What follows belongs to an exercise in optimizing a design on an open flow for small area and a short achievable clock period; a production flow would make more cautious choices.
For this run, only the layout was checked, not whether the RTL still works.
Power is estimated from default activity; no workload was simulated.

$ cat design/flow/design.v
module biriq_alu #(
    parameter C_HAS_ZBA_EXTENSION   = 1,
    parameter C_HAS_ZBB_EXTENSION   = 1,
    parameter C_HAS_ZBS_EXTENSION   = 1,
    parameter C_HAS_CZERO_EXTENSION = 1
) (
    input  wire logic [31:0] a_i,
    input  wire logic [31:0] b_i,
    input  wire logic [ 6:0] op_i,
    output wire logic [31:0] result_o,
    output wire logic [31:0] adder_result_o,
    output wire logic        mts_o,
    output wire logic        mtu_o,
    output wire logic        eq_o
);
  wire [31:0] adder_result;
  wire [31:0] shifter_result;
  wire [31:0] gates_result;
  wire [31:0] branch_result;
  biriq_adder #(
      .C_HAS_ZBA_EXTENSION(C_HAS_ZBA_EXTENSION),
      .C_HAS_ZBB_EXTENSION(C_HAS_ZBB_EXTENSION)
  ) adder_inst (
      .a_i (a_i),
      .b_i (b_i),
      .op_i(op_i[3:0]),
      .c_o (adder_result)
  );
  biriq_shifter #(
      .C_HAS_ZBB_EXTENSION(C_HAS_ZBB_EXTENSION),
      .C_HAS_ZBS_EXTENSION(C_HAS_ZBS_EXTENSION)
  ) shifter_inst (
      .a_i (a_i),
      .b_i (b_i),
      .op_i(op_i[4:0]),
      .c_o (shifter_result)
  );
  biriq_branch #(
      .C_HAS_ZBB_EXTENSION  (C_HAS_ZBB_EXTENSION),
      .C_HAS_CZERO_EXTENSION(C_HAS_CZERO_EXTENSION)
  ) branch_inst (
      .a_i  (a_i),
      .b_i  (b_i),
      .op_i (op_i[2:0]),
      .mts_o(mts_o),
      .mtu_o(mtu_o),
      .eq_o (eq_o),
      .c_o  (branch_result)
  );
  biriq_gates #(
      .C_HAS_ZBB_EXTENSION(C_HAS_ZBB_EXTENSION)
  ) gates_inst (
      .a_i (a_i),
      .b_i (b_i),
      .op_i(op_i[3:0]),
      .c_o (gates_result)
  );
  assign result_o = op_i[6:5] == 2'b00 ? adder_result :
                  op_i[6:5] == 2'b01 ? shifter_result :
                  op_i[6:5] == 2'b10 ? branch_result : 
                  gates_result;
  assign adder_result_o = adder_result;
endmodule
module biriq_adder #(
    parameter C_HAS_ZBA_EXTENSION = 0,
    parameter C_HAS_ZBB_EXTENSION = 0
) (
    input  wire logic [31:0] a_i,    
    input  wire logic [31:0] b_i,    
    /*verilator lint_off UNUSED*/
    input  wire logic [ 3:0] op_i,   
    /*verilator lint_on UNUSED*/
    output wire logic [31:0] c_o     
);
  wire [31:0] add_res;   
  /*verilator lint_off UNUSED*/
  wire [31:0] ext_res;   
  /*verilator lint_on UNUSED*/
  wire [31:0] sh_res;   
  generate
    if (C_HAS_ZBB_EXTENSION) begin : g_zbb
      assign ext_res = op_i[1:0] == 2'b00 ? {{24{a_i[7]}}, a_i[7:0]} : op_i[1:0] == 2'b01 ? {{16{a_i[15]}}, a_i[15:0]} : op_i[1:0] == 2'b10 ? {16'h0000, a_i[15:0]} : 32'h00000000;
    end else begin : g_nzbb
      assign ext_res = 32'd0;
    end
  endgenerate
  generate
    if (C_HAS_ZBA_EXTENSION) begin : g_zba
      assign sh_res = a_i << op_i[1:0];
    end else begin : g_nzba
      assign sh_res = a_i;
    end
  endgenerate
  assign add_res = op_i[2] ? sh_res - b_i : sh_res + b_i;
  generate
    if (C_HAS_ZBB_EXTENSION) begin : g_zbb_res
      assign c_o = op_i[3] == 1'b0 ? add_res : ext_res;
    end else begin : g_nzbb_res
      assign c_o = add_res;
    end
  endgenerate
endmodule
module biriq_branch #(
    parameter C_HAS_ZBB_EXTENSION   = 1,
    parameter C_HAS_CZERO_EXTENSION = 1
) (
    input  wire [31:0] a_i,     
    input  wire [31:0] b_i,     
    input  wire [ 2:0] op_i,    
    output wire        mts_o,
    output wire        mtu_o,
    output wire        eq_o,
    output wire [31:0] c_o      
);
  wire [31:0] operand_2;
  wire eq;
  wire gt_30;
  logic mts;
  logic mtu;
  wire mt;
  wire slt;
  generate
    if (C_HAS_CZERO_EXTENSION) begin : g_czero
      assign operand_2 = &op_i[2:1] ? 32'd0 : b_i;
    end else begin : g_nczero
      assign operand_2 = b_i;
    end
  endgenerate
  always_comb begin
    case ({
      a_i[31], b_i[31], gt_30
    })
      3'b000: begin
        mts = 0;
        mtu = 0;
      end
      3'b001: begin
        mts = 1;
        mtu = 1;
      end
      3'b010: begin
        mts = 1;
        mtu = 0;
      end
      3'b011: begin
        mts = 1;
        mtu = 0;
      end
      3'b100: begin
        mts = 0;
        mtu = 1;
      end
      3'b101: begin
        mts = 0;
        mtu = 1;
      end
      3'b110: begin
        mts = 0;
        mtu = 0;
      end
      3'b111: begin
        mts = 1;
        mtu = 1;
      end
    endcase
  end
  assign mt = op_i[2] ? mts : mtu;
  assign eq = a_i == operand_2;
  assign gt_30 = a_i[30:0] > b_i[30:0];
  assign slt = {op_i[1:0]} == 2'b10 ? {!(mts | eq)} : {!(mtu | eq)};
  generate
    if (C_HAS_ZBB_EXTENSION && C_HAS_CZERO_EXTENSION) begin : g_zbb_and_czero
      assign c_o = {op_i[2:1]}==2'b11 ? op_i[0]^eq ? a_i : 0 : {op_i[1:0]} == 2'b00 ? mt ? a_i : operand_2 : {op_i[1:0]} == 2'b01 ? !mt ? a_i : operand_2 : {31'd0, slt};
    end else if (C_HAS_ZBB_EXTENSION && !C_HAS_CZERO_EXTENSION) begin : g_zbb_and_nczero
      assign c_o = {op_i[1:0]} == 2'b00 ? mt ? a_i : operand_2 : {op_i[1:0]} == 2'b01 ? !mt ? a_i : operand_2 : {31'd0, slt};
    end else if (!C_HAS_ZBB_EXTENSION && C_HAS_CZERO_EXTENSION) begin : g_nzbb_and_czero
      assign c_o = {op_i[2:1]} == 2'b11 ? op_i[0] ^ eq ? a_i : 0 : {31'd0, slt};
    end else begin : g_nzbb_and_nczero
      assign c_o = {31'd0, slt};
    end
  endgenerate
  assign mts_o = mts;
  assign mtu_o = mtu;
  assign eq_o  = eq;
endmodule
module biriq_gates #(
    parameter C_HAS_ZBB_EXTENSION = 0
) (
    input  wire logic [31:0] a_i,    
    /*verilator lint_off UNUSEDSIGNAL*/
    input  wire logic [31:0] b_i,    
    input  wire logic [ 3:0] op_i,   
    output wire logic [31:0] c_o     
);
  logic [31:0] logic_gate_res;   
  wire  [31:0] operand_2;   
  wire  [31:0] ct_operand;   
  logic [ 5:0] res;   
  wire  [31:0] byte_rev_res;   
  logic [31:0] bitmanip_res;   
  wire [3:0] res_0, res_1, res_2, res_3;
  wire [4:0] res_0_1, res_1_1;
  logic [5:0] cpop_result;
  /*verilator lint_on UNUSEDSIGNAL*/
  assign operand_2 = op_i[2] ? ~b_i : b_i;
  generate
    if (C_HAS_ZBB_EXTENSION) begin : g_zbb
      always_comb begin
        case (op_i[1:0])
          2'b00: logic_gate_res = a_i & operand_2;
          2'b01: logic_gate_res = a_i | operand_2;
          2'b10: logic_gate_res = a_i ^ operand_2;
          2'b11:
          logic_gate_res = {
            {8{|a_i[31:24]}}, {8{|a_i[23:16]}}, {8{|a_i[15:8]}}, {8{|a_i[7:0]}}
          };   
        endcase
      end
    end else begin : g_nzbb
      always_comb begin
        case (op_i[1:0])
          2'b00: logic_gate_res = a_i & operand_2;
          2'b01: logic_gate_res = a_i | operand_2;
          2'b10: logic_gate_res = a_i ^ operand_2;
          2'b11: logic_gate_res = 'x;
        endcase
      end
    end
  endgenerate
  generate
    if (C_HAS_ZBB_EXTENSION) begin : g_zbb_logic
      for (genvar i = 0; i < 32; i++) begin : _clz
        assign ct_operand[i] = !op_i[2] ? a_i[i] : a_i[31-i];
      end
      always_comb begin
        casez (ct_operand)
          32'bzzzzzzzzzzzzzzzzzzzzzzzzzzzzzzz1: res = 0;
          32'bzzzzzzzzzzzzzzzzzzzzzzzzzzzzzz10: res = 1;
          32'bzzzzzzzzzzzzzzzzzzzzzzzzzzzzz100: res = 2;
          32'bzzzzzzzzzzzzzzzzzzzzzzzzzzzz1000: res = 3;
          32'bzzzzzzzzzzzzzzzzzzzzzzzzzzz10000: res = 4;
          32'bzzzzzzzzzzzzzzzzzzzzzzzzzz100000: res = 5;
          32'bzzzzzzzzzzzzzzzzzzzzzzzzz1000000: res = 6;
          32'bzzzzzzzzzzzzzzzzzzzzzzzz10000000: res = 7;
          32'bzzzzzzzzzzzzzzzzzzzzzzz100000000: res = 8;
          32'bzzzzzzzzzzzzzzzzzzzzzz1000000000: res = 9;
          32'bzzzzzzzzzzzzzzzzzzzzz10000000000: res = 10;
          32'bzzzzzzzzzzzzzzzzzzzz100000000000: res = 11;
          32'bzzzzzzzzzzzzzzzzzzz1000000000000: res = 12;
          32'bzzzzzzzzzzzzzzzzzz10000000000000: res = 13;
          32'bzzzzzzzzzzzzzzzzz100000000000000: res = 14;
          32'bzzzzzzzzzzzzzzzz1000000000000000: res = 15;
          32'bzzzzzzzzzzzzzzz10000000000000000: res = 16;
          32'bzzzzzzzzzzzzzz100000000000000000: res = 17;
          32'bzzzzzzzzzzzzz1000000000000000000: res = 18;
          32'bzzzzzzzzzzzz10000000000000000000: res = 19;
          32'bzzzzzzzzzzz100000000000000000000: res = 20;
          32'bzzzzzzzzzz1000000000000000000000: res = 21;
          32'bzzzzzzzzz10000000000000000000000: res = 22;
          32'bzzzzzzzz100000000000000000000000: res = 23;
          32'bzzzzzzz1000000000000000000000000: res = 24;
          32'bzzzzzz10000000000000000000000000: res = 25;
          32'bzzzzz100000000000000000000000000: res = 26;
          32'bzzzz1000000000000000000000000000: res = 27;
          32'bzzz10000000000000000000000000000: res = 28;
          32'bzz100000000000000000000000000000: res = 29;
          32'bz1000000000000000000000000000000: res = 30;
          32'b10000000000000000000000000000000: res = 31;
          default: res = 32;
        endcase
      end
      assign byte_rev_res = {a_i[7:0], a_i[15:8], a_i[23:16], a_i[31:24]};
      always_comb begin
        cpop_result = 0;
        for (integer i = 0; i < 32; i++) begin
          /*verilator lint_off WIDTHEXPAND*/
          cpop_result += a_i[i];
          /*verilator lint_on WIDTHEXPAND*/
        end
      end
      always_comb begin
        case (op_i[1:0])
          2'b00: bitmanip_res = {26'h0, res};
          2'b01: bitmanip_res = {26'h0, res};
          2'b10: bitmanip_res = byte_rev_res;
          2'b11: bitmanip_res = {26'h0, cpop_result};
        endcase
      end
      assign c_o = op_i[3] ? bitmanip_res : logic_gate_res;
    end else begin : g_nzbb_res
      assign c_o = logic_gate_res;
    end
  endgenerate
endmodule
/*verilator lint_on SELRANGE*/
module biriq_shifter #(
    parameter C_HAS_ZBB_EXTENSION = 0,
    parameter C_HAS_ZBS_EXTENSION = 0
) (
    input  wire [31:0] a_i,    
    /*verilator lint_off UNUSED*/
    input  wire [31:0] b_i,    
    input  wire [ 4:0] op_i,   
    /*verilator lint_on UNUSED*/
    output wire [31:0] c_o     
);
  wire [31:0] shift_res;
  wire [31:0] operand_1;
  wire [ 4:0] shamt;
  wire [31:0] shift_operand1, shift_stage1, shift_res_stage1, shift_stage2, shift_res_stage2, shift_stage3, shift_res_stage3, shift_stage4, shift_res_stage4, shift_stage5, shift_res_stage5;
  generate
    if (C_HAS_ZBS_EXTENSION) begin : g_one
      assign operand_1 = op_i[3] & !op_i[0] ? 32'b1 : a_i;
    end else begin : g_none
      assign operand_1 = a_i;
    end
  endgenerate
  assign shamt = b_i[4:0];
  for (genvar i = 0; i < 32; i++) begin : g_rev
    assign shift_operand1[i] = !op_i[0] ? operand_1[31-i] : operand_1[i];
  end
  generate
    if (C_HAS_ZBB_EXTENSION) begin : g_gen_shift_w_zbb
      assign shift_stage1[31] = op_i[1] & !op_i[3] ? shift_operand1[0] : (!op_i[3] & op_i[2]) ? a_i[31] : 1'b0;
      assign shift_stage1[30:0] = shift_operand1[31:1];
      assign shift_res_stage1 = shamt[0] ? shift_stage1 : shift_operand1;
      assign shift_stage2[31:30] = op_i[1] & !op_i[3] ? shift_res_stage1[1:0] :  (!op_i[3] & op_i[2]) ? {{2{a_i[31]}}} : 2'b00;
      assign shift_stage2[29:0] = shift_res_stage1[31:2];
      assign shift_res_stage2 = shamt[1] ? shift_stage2 : shift_res_stage1;
      assign shift_stage3[31:28] = op_i[1] & !op_i[3] ? shift_res_stage2[3:0] : (!op_i[3] & op_i[2]) ? {{4{a_i[31]}}} : 4'b00;
      assign shift_stage3[27:0] = shift_res_stage2[31:4];
      assign shift_res_stage3 = shamt[2] ? shift_stage3 : shift_res_stage2;
      assign shift_stage4[31:24] = op_i[1] & !op_i[3] ? shift_res_stage3[7:0] : (!op_i[3] & op_i[2]) ? {{8{a_i[31]}}} : 8'b00;
      assign shift_stage4[23:0] = shift_res_stage3[31:8];
      assign shift_res_stage4 = shamt[3] ? shift_stage4 : shift_res_stage3;
      assign shift_stage5[31:16] = op_i[1] & !op_i[3] ? shift_res_stage4[15:0] : (!op_i[3] & op_i[2]) ? {{16{a_i[31]}}} : 16'b00;
      assign shift_stage5[15:0] = shift_res_stage4[31:16];
      assign shift_res_stage5 = shamt[4] ? shift_stage5 : shift_res_stage4;
    end else begin : g_gen_shift_wo_zbb
      assign shift_stage1[31] = (!op_i[3] & op_i[2]) ? a_i[31] : 1'b0;
      assign shift_stage1[30:0] = shift_operand1[31:1];
      assign shift_res_stage1 = shamt[0] ? shift_stage1 : shift_operand1;
      assign shift_stage2[31:30] = (!op_i[3] & op_i[2]) ? {{2{a_i[31]}}} : 2'b00;
      assign shift_stage2[29:0] = shift_res_stage1[31:2];
      assign shift_res_stage2 = shamt[1] ? shift_stage2 : shift_res_stage1;
      assign shift_stage3[31:28] = (!op_i[3] & op_i[2]) ? {{4{a_i[31]}}} : 4'b00;
      assign shift_stage3[27:0] = shift_res_stage2[31:4];
      assign shift_res_stage3 = shamt[2] ? shift_stage3 : shift_res_stage2;
      assign shift_stage4[31:24] = (!op_i[3] & op_i[2]) ? {{8{a_i[31]}}} : 8'b00;
      assign shift_stage4[23:0] = shift_res_stage3[31:8];
      assign shift_res_stage4 = shamt[3] ? shift_stage4 : shift_res_stage3;
      assign shift_stage5[31:16] = (!op_i[3] & op_i[2]) ? {{16{a_i[31]}}} : 16'b00;
      assign shift_stage5[15:0] = shift_res_stage4[31:16];
      assign shift_res_stage5 = shamt[4] ? shift_stage5 : shift_res_stage4;
    end
  endgenerate
  for (genvar i = 0; i < 32; i++) begin : g_rev_b
    assign shift_res[i] = !op_i[0] ? shift_res_stage5[31-i] : shift_res_stage5[i];
  end
  generate
    if (C_HAS_ZBS_EXTENSION) begin : g_pg
      logic [31:0] postgate_res;
      always_comb begin
        case ({
          op_i[4], op_i[1]
        })
          2'b00: postgate_res = a_i & ~shift_res;
          2'b01: postgate_res = shift_res & 1;
          2'b10: postgate_res = a_i ^ shift_res;
          2'b11: postgate_res = a_i | shift_res;
        endcase
      end
      assign c_o = op_i[3] ? postgate_res : shift_res;
    end else begin : g_npg
      assign c_o = shift_res;
    end
  endgenerate
endmodule
module ixu_branchunit (
    input  wire        mts,
    input  wire        mtu,
    input  wire [31:0] operand_1,
    input  wire [31:0] operand_2,
    input  wire [31:0] offset,
    input  wire [29:0] pc,
    input  wire        auipc,
    input  wire        call,
    input  wire        ret,
    input  wire        jal,
    input  wire        jalr,
    input  wire [ 2:0] bnch_cond,
    output wire        brnch_res,
    output wire [ 1:0] branch_type,
    output wire [31:0] excp_addr,
    output wire [31:0] result_o
);
  wire mt;
  wire lt;
  wire eq;
  wire [31:0] first_operand;
  wire [31:0] second_operand;
  assign eq = operand_1 == operand_2;
  assign mt = !bnch_cond[1] ? mts : mtu;
  assign lt = !(mt | eq);
  assign brnch_res  = {bnch_cond[2], bnch_cond[0]} == 2'b00 ? eq :   {bnch_cond[2], bnch_cond[0]} == 2'b01 ? !eq :    {bnch_cond[2], bnch_cond[0]} == 2'b10 ? lt :   mt|eq;
  assign first_operand = jalr ? operand_1 : {pc, 2'b00};
  assign second_operand = (jal | jalr | brnch_res) && !(auipc) ? offset : 32'd4;
  assign excp_addr = first_operand + second_operand;
  assign branch_type = call ? 2'b01 : ret ? 2'b11 : jal | jalr ? 2'b10 : 2'b00;
  assign result_o = auipc ? offset + {pc, 2'b00} : {pc + 30'h1, 2'b00};
endmodule
module ixu_sc_pipe (
    input  wire         core_clock_i,
    input  wire         core_flush_i,
    input  wire  [17:0] data_i,
    input  wire         valid_i,
    output wire  [ 5:0] rs1_o,
    output wire  [ 5:0] rs2_o,
    input  wire  [31:0] rs1_data_i,
    input  wire  [31:0] rs2_data_i,
    output wire  [ 4:0] rob_o,
    input  wire  [ 6:0] opcode_i,
    input  wire  [ 6:0] ins_type,
    input  wire         imm_i,
    input  wire  [31:0] immediate_i,
    input  wire  [ 5:0] dest_i,
    input  wire  [ 1:0] hint_i,
    input  wire  [29:0] pc_i,
    input  wire  [ 1:0] bm_pred_i,
    input  wire  [ 1:0] btype_i,
    input  wire         btb_vld_i,
    input  wire  [29:0] btb_target_i,
    input  wire         btb_way_i,
    input  wire         btb_idx_i,
    output logic [ 5:0] wakeup_dest,
    output logic        wakeup_valid,
    output logic [ 5:0] ixu_sc_ex_dest,
    output logic [31:0] ixu_sc_ex_data,
    output logic        ixu_sc_ex_valid,
    output logic [ 5:0] ixu_sc_wb_dest,
    output logic [31:0] ixu_sc_wb_data,
    output logic        ixu_sc_wb_valid,
    output wire  [ 5:0] pmu_excp_rob_o,
    output wire  [ 4:0] pmu_excp_code_o,
    output wire         pmu_excp_valid_o,
    output wire  [29:0] pmu_btb_vpc_o,
    output wire  [29:0] pmu_btb_target_o,
    output wire  [ 1:0] pmu_cntr_pred_o,
    output wire         pmu_bnch_tkn_o,
    output wire  [ 1:0] pmu_bnch_type_o,
    output wire         pmu_call_affirm_o,
    output wire         pmu_ret_affirm_o,
    output wire         pmu_btb_way_o,
    output wire         pmu_btb_bm_mod_o,
    output wire  [ 4:0] pmu_ins_id_o,
    output wire         pmu_ins_valid_o
);
  assign rob_o = data_i[4:0];
  assign rs1_o = data_i[11:6];
  assign rs2_o = data_i[17:12];
  reg  [31:0] a;
  reg  [31:0] b;
  reg  [ 6:0] opc;
  reg  [ 5:0] ex_dest;
  reg  [ 5:0] ex_rob;
  reg         ex_valid;
  reg         ex_alu;
  reg         ex_fwd;
  wire [31:0] ex_alu_result;
  wire [31:0] ex_br_result;
  wire [31:0] ex_adder_result;
  wire        mts;
  wire        mtu;
  wire        eq;
  reg  [31:0] bnch_offset;
  reg  [29:0] bnch_pc;
  reg         bnch_auipc;
  reg         bnch_call;
  reg         bnch_ret;
  reg         bnch_jal;
  reg         bnch_jalr;
  reg  [ 1:0] bnch_bm_pred;
  reg  [ 1:0] bnch_btype;
  reg         bnch_btb_vld;
  reg  [29:0] bnch_btb_target;
  reg         bnch_btb_way;
  wire        brnch_res;
  wire [ 1:0] branch_type;
  wire [31:0] excp_addr;
  reg         wb_auipc;
  reg         wb_brnch_res;
  reg  [ 1:0] wb_branch_type;
  reg  [31:0] wb_excp_addr;
  reg  [29:0] wb_pc;
  reg         wb_call;
  reg         wb_ret;
  reg  [ 1:0] wb_bm_pred;
  reg  [ 1:0] wb_btype;
  reg         wb_btb_vld;
  reg  [29:0] wb_btb_target;
  reg         wb_btb_way;
  reg  [31:0] wb_data;
  reg  [ 5:0] wb_dest;
  reg  [ 5:0] wb_rob;
  reg         wb_fwd;
  reg         wb_valid;
  reg         wb_alu;
  wire        wrongful_nbranch;
  wire        wrongful_target;
  wire        wrongful_type;
  wire        wrongful_bm;
  always_ff @(posedge core_clock_i) begin
    a <= ins_type[3] ? 32'd0 : rs1_data_i;
    b <= imm_i | ins_type[3] ? immediate_i : rs2_data_i;
    opc <= ins_type[3] ? 7'd0 : opcode_i;
    bnch_offset <= immediate_i;
    {wb_pc, bnch_pc} <= {bnch_pc, {pc_i[29:1], pc_i[0] ? 1'b1 : data_i[0]}};
    {wb_auipc, bnch_auipc} <= {bnch_auipc, ins_type[4]};
    bnch_jal <= ins_type[1];
    bnch_jalr <= ins_type[2];
    {wb_bm_pred, bnch_bm_pred} <= {bnch_bm_pred, bm_pred_i};
    {wb_btype, bnch_btype} <= {bnch_btype, btype_i};
    {wb_btb_vld, bnch_btb_vld} <= {
      bnch_btb_vld, btb_vld_i & (btb_idx_i == (pc_i[0] ? 1'b1 : data_i[0]))
    };
    {wb_btb_target, bnch_btb_target} <= {bnch_btb_target, btb_target_i};
    {wb_btb_way, bnch_btb_way} <= {bnch_btb_way, btb_way_i};   
    {wb_call, bnch_call} <= {bnch_call, hint_i[1]};
    {wb_ret, bnch_ret} <= {bnch_ret, hint_i[0]};
    wb_brnch_res <= brnch_res;
    wb_excp_addr <= excp_addr;
    wb_branch_type <= branch_type;
  end
  always_ff @(posedge core_clock_i) {wb_dest, ex_dest} <= {ex_dest, dest_i};
  always_ff @(posedge core_clock_i) {wb_rob, ex_rob} <= {ex_rob, data_i[5:0]};
  always_ff @(posedge core_clock_i)
    if (core_flush_i) {wb_valid, ex_valid} <= '0;
    else {wb_valid, ex_valid} <= {ex_valid, valid_i};
  always_ff @(posedge core_clock_i) {wb_alu, ex_alu} <= {ex_alu, ins_type[0] | ins_type[3]};
  always_ff @(posedge core_clock_i)
    if (core_flush_i) {wb_fwd, ex_fwd} <= '0;
    else {wb_fwd, ex_fwd} <= {ex_fwd, (|ins_type) & valid_i & (dest_i != '0)};
  always_ff @(posedge core_clock_i) wb_data <= ixu_sc_ex_data;
  assign ixu_sc_ex_dest = ex_dest;
  assign ixu_sc_ex_data = ex_alu ? ex_alu_result : ex_br_result;
  assign ixu_sc_ex_valid = ex_fwd;
  assign ixu_sc_wb_dest = wb_dest;
  assign ixu_sc_wb_data = wb_data;
  assign ixu_sc_wb_valid = wb_fwd;
  assign wakeup_dest = dest_i;
  assign wakeup_valid = valid_i & (|ins_type);
  assign pmu_ins_id_o = wb_rob[4:0];
  assign pmu_ins_valid_o = wb_valid;
  assign pmu_excp_rob_o = wb_rob;
  assign pmu_excp_code_o = wb_excp_addr[1] ? 5'b00000 : 5'b10000;
  assign pmu_excp_valid_o = ((wrongful_nbranch&(wb_brnch_res|(wb_branch_type[1:0]!=2'b00)))|wrongful_target|wrongful_type|wrongful_bm)&&!wb_alu&&wb_valid;
  assign pmu_btb_vpc_o = wb_pc;
  assign pmu_btb_target_o = wb_excp_addr[31:2];
  assign pmu_cntr_pred_o = wb_bm_pred;
  assign pmu_bnch_tkn_o = wb_brnch_res || (wb_branch_type != 2'b00);
  assign pmu_bnch_type_o = wb_branch_type;
  assign pmu_btb_way_o = wb_btb_way;
  assign pmu_btb_bm_mod_o = !(wrongful_nbranch|wrongful_target|wrongful_type|wrongful_bm) && wb_btb_vld && !(wb_call || wb_ret) && !wb_alu && wb_valid;
  assign pmu_call_affirm_o = wb_call & !wb_alu;
  assign pmu_ret_affirm_o = wb_ret & !wb_alu;
  assign wrongful_nbranch = !wb_btb_vld && !wb_auipc;
  assign wrongful_target = {wb_btb_target, 2'b00} != wb_excp_addr && wb_btb_vld;
  assign wrongful_type = wb_branch_type != wb_btype && wb_btb_vld;
  assign wrongful_bm = (wb_brnch_res ^ wb_bm_pred[1]) && wb_btb_vld && wb_branch_type == 2'b00;
  biriq_alu #(
      .C_HAS_ZBA_EXTENSION  (1'b1),
      .C_HAS_ZBB_EXTENSION  (1'b1),
      .C_HAS_ZBS_EXTENSION  (1'b1),
      .C_HAS_CZERO_EXTENSION(1'b1)
  ) biriq_alu_inst (
      .a_i(a),
      .b_i(b),
      .op_i(opc),
      .result_o(ex_alu_result),
      .adder_result_o(ex_adder_result),
      .mts_o(mts),
      .mtu_o(mtu),
      .eq_o(eq)
  );
  ixu_branchunit branchUnit_inst (
      .mts(mts),
      .mtu(mtu),
      .operand_1(a),
      .operand_2(b),
      .offset(bnch_offset),
      .pc(bnch_pc),
      .auipc(bnch_auipc),
      .call(bnch_call),
      .ret(bnch_ret),
      .jal(bnch_jal),
      .jalr(bnch_jalr),
      .bnch_cond(opc[2:0]),
      .result_o(ex_br_result),
      .*
  );
  /*verilator lint_off UNUSED*/
  wire unused;
  assign unused = |ex_adder_result | eq;
  /*verilator lint_on UNUSED*/
endmodule
$ cat design/flow/run.sh
#!/bin/bash
# synth_recipe.tcl (not shown) runs the flow's synth.tcl, then flattens the netlist and writes it again
# the make line also repeats each setting of config.mk as NAME=value (left out here)
make -C /OpenROAD-flow-scripts/flow DESIGN_CONFIG=/design/flow/config.mk WORK_HOME=/design/flow/orfs CLKGATE_MAP_FILE= SYNTH_SCRIPT=/design/flow/synth_recipe.tcl finish
$ cat design/flow/constraint.sdc
create_clock -name core_clock -period 8.5 [get_ports {core_clock_i}]
set_input_delay 1.7000 -clock core_clock [delete_from_list [all_inputs] [get_ports {core_clock_i}]]
set_output_delay 1.7000 -clock core_clock [all_outputs]
set_load 0.01 [all_outputs]
$ cat design/flow/config.mk
export PLATFORM = sky130hd
export DESIGN_NAME = ixu_sc_pipe
export DESIGN_NICKNAME = ixu_sc_pipe
export VERILOG_FILES = /design/flow/design.v
export SDC_FILE = /design/flow/constraint.sdc
export NUM_CORES = 4
export LEC_CHECK = 0
export CAP_MARGIN = 20
export CORE_MARGIN = 2
export CORE_UTILIZATION = 40
export SETUP_SLACK_MARGIN = 1.0
export SLEW_MARGIN = 20
==> results.py <==
metrics = {
    "run_status": {
        "status": "finished clean",
    },
    "yosys": {
        "synth_cell_type_count": 103,
        "syn_inst": 3228,
        "async_flop_share": 0,
        "synth_edf_count": 0,
        "synth_warnings": 4,
        "netlist_area_sq_um": 27510,
        "ys_ff_latch": 340,
        "synth_ff_type": "dfxtp_1",
        "yosysSeqAreaShare": 0.2474,
        "syn_avg_cell_area_sq_um": 8.524,
    },
    "timing": {
        "hold_viol_final": 0,
        "whs_ns": 0.3199,
        "fin_crit_sh": 0.9258,
        "fmax_mhz": 127.1,
        "fin_crit_ns": 7.869,
        "fin_skew_ns": 0.04624,
        "tightest_slew_ns": 1.074,
        "maxSlewViolCount": 0,
        "finalSetupTns_ns": 0,
        "rsz0062_at_grt": "yes",
        "max_slew_margin": 0.2840,
        "setup_violations": 0,
    },
    "cells_and_area": {
        "nNetsFinal": 3947,
        "drive_gt1_frac": 0.1283,
        "fill_cells": 6568,
        "utilization": 0.4901,
        "regArea_sq_um": 6828,
        "multi_input_comb_area_sq_um": 19000,
        "fin_area_sq_um": 33500,
        "syn2layout_area_growth_pct": 21.75,
    },
    "critical_path": {
        "timing.rr.end": "wb_excp_addr[31]",
        "crit_type": "reg -> out",
        "r2r_slack_ns": 1.34,
        "r2r_cells": 25,
        "path_max_fanout": 2,
        "cp-start-kind": "flop",
        "end_kind": "primary output",
        "crit_required_ns": 6.80,
        "reg2reg_from": "b[4]",
        "crit_arrival_ns": 6.17,
    },
    "detailed_routing": {
        "avgViaCountPerCell": 6.234,
        "topRoutingLayerUsed": "met4",
        "postRouteWirelength_mm": 121.3,
        "postRouteAntennaNets": 0,
        "wl_met3_mm": 13.65,
        "dr.pass1.iters": 9,
        "drc": 0,
        "wl_met2_mm": 50.95,
        "wire_per_inst_microns": 27.77,
        "vias": 27220,
        "met1_length_mm": 49.78,
        "drtIter0Drc": 3266,
    },
    "clock_network": {
        "htree_levels": 2,
        "clkTransAtPathRegs_ns": 0.06,
        "clk_latency_ns": 0.60,
        "clkSinkCount": 340,
        "cts_tree": "done",
        "clock_path_buffers": 3,
        "clock-root-buffer": "clkbuf_16",
        "cts_buffers": 40,
    },
    "floorplanning": {
        "fp.dieH_microns": 266.3,
        "rows": 96,
        "start_util": 0.4026,
        "ios": 396,
        "die-area_sq_um": 70900,
        "coreArea_sq_um": 68350,
        "die_x_microns": 266.3,
    },
    "global_routing": {
        "grt_max_degree": 96,
        "track_usage": 0.3305,
        "grt_pass1_vias": 25380,
        "grt_pass1_wl_mm": 173.4,
        "antenna_found_initial": 3,
        "grt_overflow": 0,
    },
    "place": {
        "dpl_cell_area_sq_um": 31630,
        "io_buffers": 367,
        "hpwl_mm": 89.38,
        "gp_routability_congestion": 1.008,
    },
    "min_path": {
        "hold_path.class": "reg -> reg",
        "min_to": "wb_btb_target[22]",
        "worstHoldStart": "bnch_btb_target[22]",
        "min_path_cells": 0,
    },
    "pwr": {
        "ir_worst_vdd_uv": 158.6,
        "pwr_density_cell_nw_per_um2": 186.9,
        "cellLeakagePower_nw": 13.68,
    },
    "job": {
        "maxCapViolCount": 0,
    },
}
## metal layers
| layer | vias up | track usage |
|---|---|---|
| met2 | 1711 | 0.4837 |
| met4 | 0 | 0.1660 |
| li1 | 12170 | - |
| met3 | 400 | 0.08022 |
| met5 | - | 0 |
| met1 | 12940 | 0.4507 |
## metrics by stage
| stage | total power, mW | std cells | setup WS (ns) |
|---|---|---|---|
| after floorplan | 3.415 | 3231 | 1.083 |
| after global placement | 4.334 | 4278 | 0.6373 |
| after detailed placement | 4.336 | 4278 | 0.6210 |
| after CTS | 6.198 | 4360 | 0.5944 |
| after global routing | 6.558 | 4367 | 0.4433 |
| final | 6.261 | 4367 | 0.6309 |
## cell usage in the layout (no fill, tap or decap), drive strengths merged, types with 51 or more instances in the layout
cell type / n
clkdlybuf4s50: 359
a211oi: 51
nand2: 185
mux2i: 76
buf: 121
xnor2: 100
dfxtp: 340
nor2: 200
inv: 168
ha: 259
nor3: 64
nor2b: 67
mux2: 93
xor2: 81
o21ai: 188
clkbuf: 54
a21oi: 222
and2: 80
## power by group
part	switching [mW]	internal (mW)
combinational	1.49	1.14
clock	0.747	1.02
sequential	0.129	1.74
total	2.37	3.90
## cell families (layout without fill, tap and decap cells)
family,after synthesis,in the layout,synth area share
AOI/OAI and AO/OA,924,925,0.2246
and+or+nand+nor,815,815,0.1527
buffers and inverters,467,718,0.07672
DFF,340,340,0.2474
adders and majority gates,286,286,0.1374
muxes,213,213,0.1020
xor gates and xnor gates,182,182,0.05912
other,1,6,0.0001363
## synthesized netlist by cell type, drive strengths merged (15+ instances only)
library cell	n	area, sq um
o211ai	23	172.7
a21oi	222	1111
nor3	64	325.3
inv	162	608.1
a211oi	51	382.9
nand4	23	143.9
a21o	40	300.3
o21a	25	187.7
nor2b	67	419.2
and3	16	105.1
xnor2	100	894.6
and2	80	500.5
mux2	93	1051
buf	144	898.4
a21boi	18	135.1
dfxtp	340	6807
a32oi	33	311.6
o31ai	22	165.2
a221oi	23	207.7
mux4	44	991.0
mux2i	76	764.5
ha	259	3241
o22ai	49	306.5
or3	17	111.4
clkbuf	159	596.8
nand3	50	250.2
nor2	200	750.7
o21ai	188	944.7
nand2	185	694.4
o32ai	17	148.9
nor4	21	152.6
or3b	28	245.2
fa	27	540.5
a31oi	48	300.3
o221ai	18	157.7
nand2b	21	131.4
xor2	81	709.4
o21bai	15	123.9
## how the worst max path moves through the flow
stage                     startpoint  depth (start not counted)  slack [ns]                end
after floorplan                a[23]                         22        1.08  ixu_sc_ex_data[4]
after global placement          a[5]                         19        0.64  ixu_sc_ex_data[4]
after detailed placement        a[5]                         19        0.62  ixu_sc_ex_data[4]
after CTS                      a[17]                         21        0.59  ixu_sc_ex_data[4]
after global routing           a[17]                         21        0.44  ixu_sc_ex_data[4]
final                          a[17]                         21        0.63  ixu_sc_ex_data[4]
## repair_timing
item,4_1_cts,5_1_grt
hold buffers,0,0
hold endpoints to repair,0,0
resized for setup,61,39
cloned,1,0
setup buffers,10,4
endpoints found under the setup margin,18,26
pin swaps,19,15
## critical path, stage by stage, from the launching register on
cell	delay, ns
dfxtp_2	0.32
fa_1	0.54
inv_2	0.04
fa_1	0.49
inv_1	0.05
fa_1	0.47
inv_1	0.05
fa_1	0.50
fa_1	0.43
fa_1	0.50
inv_2	0.05
ha_4	0.16
fa_2	0.35
a21o_1	0.17
a21oi_2	0.15
xnor2_1	0.09
mux2i_2	0.27
o21ai_1	0.10
a21oi_1	0.15
o221ai_1	0.13
o32a_1	0.40
buf_2	0.17
## cell type report
class | instances | share of cell area
Clock buffer | 53 | 0.03283
Tap cell | 882 | 0.03294
Timing Repair Buffer | 483 | 0.1378
Multi-Input combinational cell | 2425 | 0.5672
Antenna cell | 2 | 0.0001494
Inverter | 164 | 0.01845
Sequential cell | 340 | 0.2038
Clock inverter | 18 | 0.006761
## flip-flops by register name (all words and copies together), names as in the netlist, 7 cells and up
signal,cells
bnch_offset,32
a,32
wb_btb_target,30
wb_data,32
wb_pc,30
bnch_btb_target,30
wb_excp_addr,32
b,32
opc,7
bnch_pc,30

re-timing with driven ports:
Ports are ideal in the flow. The routed layout listed here was re-timed in OpenROAD.
Step 1, drivers: a clkbuf_16 drives core_clock_i and a buf_2 each remaining input, both assumed.
Step 2, shift: input delay + t, output delay - t, t = (earliest + latest rising clock arrival at the registers) / 2. This alone moves slack from input paths to output paths.
Three values: no drivers, after step 1, after step 2; two values: the first two.
t (ns): 0.644
slack for setup (ns): 0.631 / 0.563 / 1.207
clock arrival spread, ns: 0.047 / 0.046
pins driven straight from the clock port: 1
After both steps setup and hold are still met in this run. For this run, drivers alone change the setup slack by -0.068 ns; drivers and shift together by +0.576 ns.
